This is an optimization exercise on Yosys and OpenROAD, whose aim is small area, not a production implementation. Only simulation tests tie the RTL to the original design; equivalence was not proved. The clock port is modelled as an ideal driver; clocking choices that lean on that would not hold on a real chip. Power figures rest on the tool's default switching activity, not on a simulated workload.

==> module module_top, before the edit <==
module module_top(
    input  wire        clk,
    input  wire        rst_n,
    output wire [3:0]  columnas,
    input  wire [3:0]  filas_raw,
    output wire [3:0]  a,
    output wire [6:0]  d
);
    wire rst = ~rst_n;
    localparam [16:0] SC_X = 17'b01101101111111110;
    localparam [16:0] SC_T = 17'b10110110111111111;
    localparam [16:0] PM17 = 17'b01010101010101010;
    reg  [16:0] scan_q;
    wire [16:0] scan = scan_q ^ PM17;
    localparam [16:0] SC_M = 17'b11110100111101111;
    wire        stick = ((scan ^ SC_T) & SC_M) == 17'd0;
    wire        scan_fb = ~(scan[16] ^ scan[13]) ^ stick;
    reg         first;
    reg  [1:0]  col;
    always @(posedge clk) begin
        if (rst) begin
            scan_q <= SC_X ^ PM17;
            first  <= 1'b1;
            col    <= 2'd0;
        end else begin
            scan_q <= {scan[15:0], scan_fb} ^ PM17;
            if (stick) begin
                first <= 1'b0;
                if (!first) col <= col + 2'd1;
            end
        end
    end
    assign columnas = {col == 2'd3, col == 2'd2, col == 2'd1, col == 2'd0};
    localparam [9:0] DB_R = 10'b1111111110;
    localparam [9:0] PM10 = 10'b0101010101;
    localparam [3:0] NONE = 4'b0011;           
    reg  [9:0] db_q;
    wire [9:0] db = db_q ^ PM10;
    wire       db9 = &db[8:0];
    wire       sat = db9 & db[9];
    wire       rel = &filas_raw;
    wire       match = (filas_raw == 4'b1110) | (filas_raw == 4'b1101) |
                       (filas_raw == 4'b1011) | (filas_raw == 4'b0111);
    wire [3:0] newk = {col, ~(filas_raw[2] & filas_raw[3]), ~(filas_raw[1] & filas_raw[3])};
    reg  [3:0] last;
    reg  [3:0] sample;
    reg        chg;
    reg        pulse;
    wire       db_clr = rel | (sat & match & (newk != last));
    always @(posedge clk) begin
        if (rst) begin
            db_q   <= DB_R ^ PM10;
            last   <= NONE;
            sample <= NONE;
            chg    <= 1'b0;
            pulse  <= 1'b0;
        end else begin
            if (db_clr) db_q <= DB_R ^ PM10;
            else db_q <= {db[8:0], ~(db[9] ^ db[6]) | db9} ^ PM10;
            if (rel) last <= NONE;
            else if (match) last <= newk;
            if (!rel && sat) sample <= last;
            chg   <= !rel && sat && (last != sample);
            pulse <= chg;
        end
    end
    reg [11:0] cur;
    reg [11:0] stored;
    reg [11:0] result;
    wire       k_cmd = sample[3] & sample[2];
    wire       k_dig = !k_cmd && !(sample[1] & sample[0]);
    wire       k_add = k_cmd && sample[1:0] == 2'b00;
    wire       k_eq  = k_cmd && sample[1:0] == 2'b01;
    wire       k_clr = k_cmd && sample[1:0] == 2'b10;
    wire [1:0] kc = sample[3:2];
    wire [1:0] kr = sample[1:0];
    wire [3:0] val = {(kr[0] & kc[1]) | (kr[1] & kc[1]),
                      kc[0] | (~kr[0] & ~kr[1] & kc[1]),
                      (kr[1] & ~kc[1]) | (~kr[0] & ~kr[1] & kc[1]) | (kr[0] & ~kc[0] & ~kc[1]),
                      ~(kr[0] ^ kc[0])};
    wire [11:0] mx = {cur[8:0], 3'b000};
    wire [11:0] my = {cur[10:0], 1'b0};
    wire [11:0] mz = {8'd0, val};
    wire [11:0] mp = mx ^ my ^ mz;
    wire [11:0] mg = (mx & my) | (mx & mz) | (my & mz);    
    wire [11:0] mg1 = {mg[10:0], 1'b0};
    wire [12:0] mc;
    wire [11:0] mul;
    assign mc[0] = 1'b0;
    genvar gi;
    generate
        for (gi = 0; gi < 12; gi = gi + 1) begin : g_mul
            assign mul[gi] = mp[gi] ^ mg1[gi] ^ mc[gi];
            assign mc[gi+1] = (mp[gi] & mg1[gi]) | (mp[gi] & mc[gi]) | (mg1[gi] & mc[gi]);
        end
    endgenerate
    wire [12:0] sc;
    wire [11:0] sum;
    assign sc[0] = 1'b0;
    generate
        for (gi = 0; gi < 12; gi = gi + 1) begin : g_sum
            assign sum[gi] = stored[gi] ^ cur[gi] ^ sc[gi];
            assign sc[gi+1] = (stored[gi] & cur[gi]) | (stored[gi] & sc[gi]) | (cur[gi] & sc[gi]);
        end
    endgenerate
    always @(posedge clk) begin
        if (rst) begin
            cur    <= 12'd0;
            stored <= 12'd0;
            result <= 12'd0;
        end else if (pulse) begin
            if (k_dig) cur <= mul;
            if (k_add) begin
                stored <= cur;
                cur <= 12'd0;
            end
            if (k_eq) begin
                result <= sum;
                cur <= 12'd0;
                stored <= 12'd0;
            end
            if (k_clr) begin
                cur <= 12'd0;
                stored <= 12'd0;
                result <= 12'd0;
            end
        end
    end
    localparam [16:0] DC_X = 17'b10011000111000100;
    localparam [16:0] DC_T = 17'b01001100011100010;
    reg  [16:0] disp_q;
    wire [16:0] disp = disp_q ^ PM17;
    localparam [16:0] DC_M = 17'b10111111111110111;
    wire        dtick = ((disp ^ DC_T) & DC_M) == 17'd0;
    wire        disp_fb = ~(disp[16] ^ disp[13]) ^ dtick;
    reg  [1:0]  sel;
    always @(posedge clk) begin
        if (rst) begin
            disp_q <= DC_X ^ PM17;
            sel    <= 2'd0;
        end else begin
            disp_q <= {disp[15:0], disp_fb} ^ PM17;
            if (dtick) sel <= sel + 2'd1;
        end
    end
    assign a = ~{sel == 2'd3, sel == 2'd2, sel == 2'd1, sel == 2'd0};
    function [3:0] add3(input [3:0] x);
        add3 = {x[3] | (x[2] & (x[1] | x[0])),
                (x[3] & x[0]) | (x[2] & ~x[1] & ~x[0]),
                (x[3] & ~x[0]) | (~x[2] & x[1]) | (x[1] & x[0]),
                (x[3] & ~x[0]) | (~x[3] & ~x[2] & x[0]) | (x[2] & x[1] & ~x[0])};
    endfunction
    reg [15:0] bcd;
    integer i;
    always @(*) begin
        bcd = 16'd0;
        for (i = 11; i >= 0; i = i - 1) begin
            bcd[3:0]   = add3(bcd[3:0]);
            bcd[7:4]   = add3(bcd[7:4]);
            bcd[11:8]  = add3(bcd[11:8]);
            bcd[15:12] = add3(bcd[15:12]);
            bcd = {bcd[14:0], result[i]};
        end
    end
    reg [3:0] dig;
    always @(*) begin
        case (sel)
            2'd0: dig = bcd[3:0];
            2'd1: dig = bcd[7:4];
            2'd2: dig = bcd[11:8];
            default: dig = bcd[15:12];
        endcase
    end
    assign d[0] = dig[3] | dig[1] | (dig[2] & dig[0]) | (~dig[2] & ~dig[0]);
    assign d[1] = ~dig[2] | (~dig[1] & ~dig[0]) | (dig[1] & dig[0]);
    assign d[2] = dig[2] | ~dig[1] | dig[0];
    assign d[3] = dig[3] | (~dig[2] & ~dig[0]) | (~dig[2] & dig[1]) | (dig[1] & ~dig[0]) | (dig[2] & ~dig[1] & dig[0]);
    assign d[4] = (~dig[2] & ~dig[0]) | (dig[1] & ~dig[0]);
    assign d[5] = dig[3] | (~dig[1] & ~dig[0]) | (dig[2] & ~dig[1]) | (dig[2] & ~dig[0]);
    assign d[6] = dig[3] | (dig[2] & ~dig[1]) | (~dig[2] & dig[1]) | (dig[1] & ~dig[0]);
endmodule
==> flow/config.mk <==
export PLATFORM = sky130hd
export DESIGN_NAME = module_top
export DESIGN_NICKNAME = module_top
export VERILOG_FILES = /design/flow/design.v
export SDC_FILE = /design/flow/constraint.sdc
export NUM_CORES = 4
export LEC_CHECK = 0
export ABC_AREA = 1
export CAP_MARGIN = 20
export CORE_MARGIN = 2
export CORE_UTILIZATION = 78
export SLEW_MARGIN = 20
==> flow/constraint.sdc <==
create_clock -name core_clock -period 20.0 [get_ports {clk}]
set_input_delay 4.0000 -clock core_clock [delete_from_list [all_inputs] [get_ports {clk}]]
set_output_delay 4.0000 -clock core_clock [all_outputs]
set_load 0.01 [all_outputs]
standard.sh (not shown) runs the stock make flow with config.mk's settings and CLKGATE_MAP_FILE= SYNTH_SCRIPT=/design/flow/synth_recipe.tcl, a recipe that flattens the netlist after the stock synthesis.
==> flow/flow/run.sh <==
#!/bin/bash
# Own layout flow:
#  1. the standard synthesis (standard.sh synth), unchanged;
#  2. the combinational logic of that netlist is re-mapped for area with
#     ABC (resynth.ys); every flip-flop instance is kept as it is, with its
#     name and cell type;
#  3. the rest of the standard flow (floorplan to finish) on that netlist.
# Each tool's output goes to a log file of its own in this folder.
set -euo pipefail
R=orfs/results/sky130hd/module_top/base
bash standard.sh synth > log_1_standard_synth.txt 2>&1
cp $R/1_2_yosys.v std_1_2_yosys.v
LIB=$FLOW_HOME/platforms/sky130hd/lib/sky130_fd_sc_hd__tt_025C_1v80.lib
DU=$(sed -n '/^export DONT_USE_CELLS/,/^$/p' $FLOW_HOME/platforms/sky130hd/config.mk | tr -d '\\' | tr ' ' '\n' | grep '^sky130' | sed 's/^/-dont_use /' | tr '\n' ' ')
sed -e "s#@LIB@#$LIB#g" -e "s#@DU@#$DU#g" -e "s#@ABC@#$PWD/flow/area.abc#g" flow/resynth.ys > resynth_run.ys
yosys -s resynth_run.ys > log_2_resynth.txt 2>&1
cp resynth.v $R/1_2_yosys.v
touch $R/1_2_yosys.v
# port buffers: the smallest buffer instead of the default delay cell
export BUFFER_PORTS_ARGS="-buffer_cell sky130_fd_sc_hd__buf_1"
# clock tree: small buffers, no dummy loads
export CTS_ARGS="-sink_clustering_enable -repair_clock_nets -dont_use_dummy_load -buf_list sky130_fd_sc_hd__clkbuf_4"
# after CTS: upsize only the clock buffers whose flip-flops see a slow clock slew
export POST_CTS_TCL=$PWD/flow/post_cts.tcl
bash standard.sh finish > log_3_standard_layout.txt 2>&1
Other scripts of this flow, unchanged in this note and not shown: flow/flow/area.abc, flow/flow/post_cts.tcl, flow/flow/resynth.ys
The baseline ran to the end with no violations.
==> next run, changes <==
--- a/flow/design.v
+++ b/flow/design.v
@@ -77,35 +77,26 @@
     wire [1:0] kr = sample[1:0];
     wire [3:0] val = {(kr[0] & kc[1]) | (kr[1] & kc[1]),
                       kc[0] | (~kr[0] & ~kr[1] & kc[1]),
                       (kr[1] & ~kc[1]) | (~kr[0] & ~kr[1] & kc[1]) | (kr[0] & ~kc[0] & ~kc[1]),
                       ~(kr[0] ^ kc[0])};
-    wire [11:0] mx = {cur[8:0], 3'b000};
-    wire [11:0] my = {cur[10:0], 1'b0};
-    wire [11:0] mz = {8'd0, val};
-    wire [11:0] mp = mx ^ my ^ mz;
-    wire [11:0] mg = (mx & my) | (mx & mz) | (my & mz);    
-    wire [11:0] mg1 = {mg[10:0], 1'b0};
-    wire [12:0] mc;
-    wire [11:0] mul;
-    assign mc[0] = 1'b0;
+    wire [2:0]  w    = val[3:1];
+    wire [1:0]  wx   = w[2] ? 2'b11 : w[1:0];
+    wire [11:0] ax   = k_dig ? {cur[9:0], wx} : stored;
+    wire        cin  = k_dig & w[2];
+    wire [12:0] ac;
+    wire [11:0] aout;
+    assign ac[0] = cin;
     genvar gi;
     generate
-        for (gi = 0; gi < 12; gi = gi + 1) begin : g_mul
-            assign mul[gi] = mp[gi] ^ mg1[gi] ^ mc[gi];
-            assign mc[gi+1] = (mp[gi] & mg1[gi]) | (mp[gi] & mc[gi]) | (mg1[gi] & mc[gi]);
+        for (gi = 0; gi < 12; gi = gi + 1) begin : g_add
+            assign aout[gi] = ax[gi] ^ cur[gi] ^ ac[gi];
+            assign ac[gi+1] = (ax[gi] & cur[gi]) | (ax[gi] & ac[gi]) | (cur[gi] & ac[gi]);
         end
     endgenerate
-    wire [12:0] sc;
-    wire [11:0] sum;
-    assign sc[0] = 1'b0;
-    generate
-        for (gi = 0; gi < 12; gi = gi + 1) begin : g_sum
-            assign sum[gi] = stored[gi] ^ cur[gi] ^ sc[gi];
-            assign sc[gi+1] = (stored[gi] & cur[gi]) | (stored[gi] & sc[gi]) | (cur[gi] & sc[gi]);
-        end
-    endgenerate
+    wire [11:0] mul = {aout[10:0], val[0]};
+    wire [11:0] sum = aout;
     always @(posedge clk) begin
         if (rst) begin
             cur    <= 12'd0;
             stored <= 12'd0;
             result <= 12'd0;
What happened:
- The changed run completed with no timing, DRC or antenna violations
- critical path depth falls by 8
- count of clock-buffer cells in the layout is unchanged
- hold slack improves by 0.025 ns
- final area is lower by a few percent
- total power increases slightly
- combinational power goes up by roughly a tenth
- setup slack improves by 1.1 ns
- synthesized cell count falls by a few percent
- maximum frequency came out higher by roughly a tenth
- flip-flop and latch count stays the same
- non-clock buffer count is higher by 1
- core utilization rises by 1.9 points
- first-iteration DRC count rises by well over a third
- global-route usage increases by 3.3 points

## port drivers added, routing unchanged
No port has a modelled driver above. Below, the same layouts with a new extraction and two added sets of constraints.
Step 1 sets driving cells, clkbuf_16 on the clock port and buf_2 on the other inputs (assumed; they add their load-dependent delay and slew).
Step 2 moves the port delays by t, midway between the first and last clock arrival at a register: inputs arrive t later, outputs are due t later. That takes back most of the time a late clock gives input paths.
a / b / c = ideal / step 1 / step 2; a / b = the first two.
| run | t (ns) | slack for setup (ns) | latest minus earliest clock arrival (ns) | worst slew at a driven data input, ns | cell pins on the clock port's net |
|---|---|---|---|---|---|
| the first run | 0.457 | 7.958 / 7.929 / 8.386 | 0.035 / 0.036 | 0.03 | 1 |
| the second run | 0.444 | 9.023 / 8.996 / 9.440 | 0.028 / 0.028 | 0.03 | 1 |
After both steps every run listed still meets setup and hold.
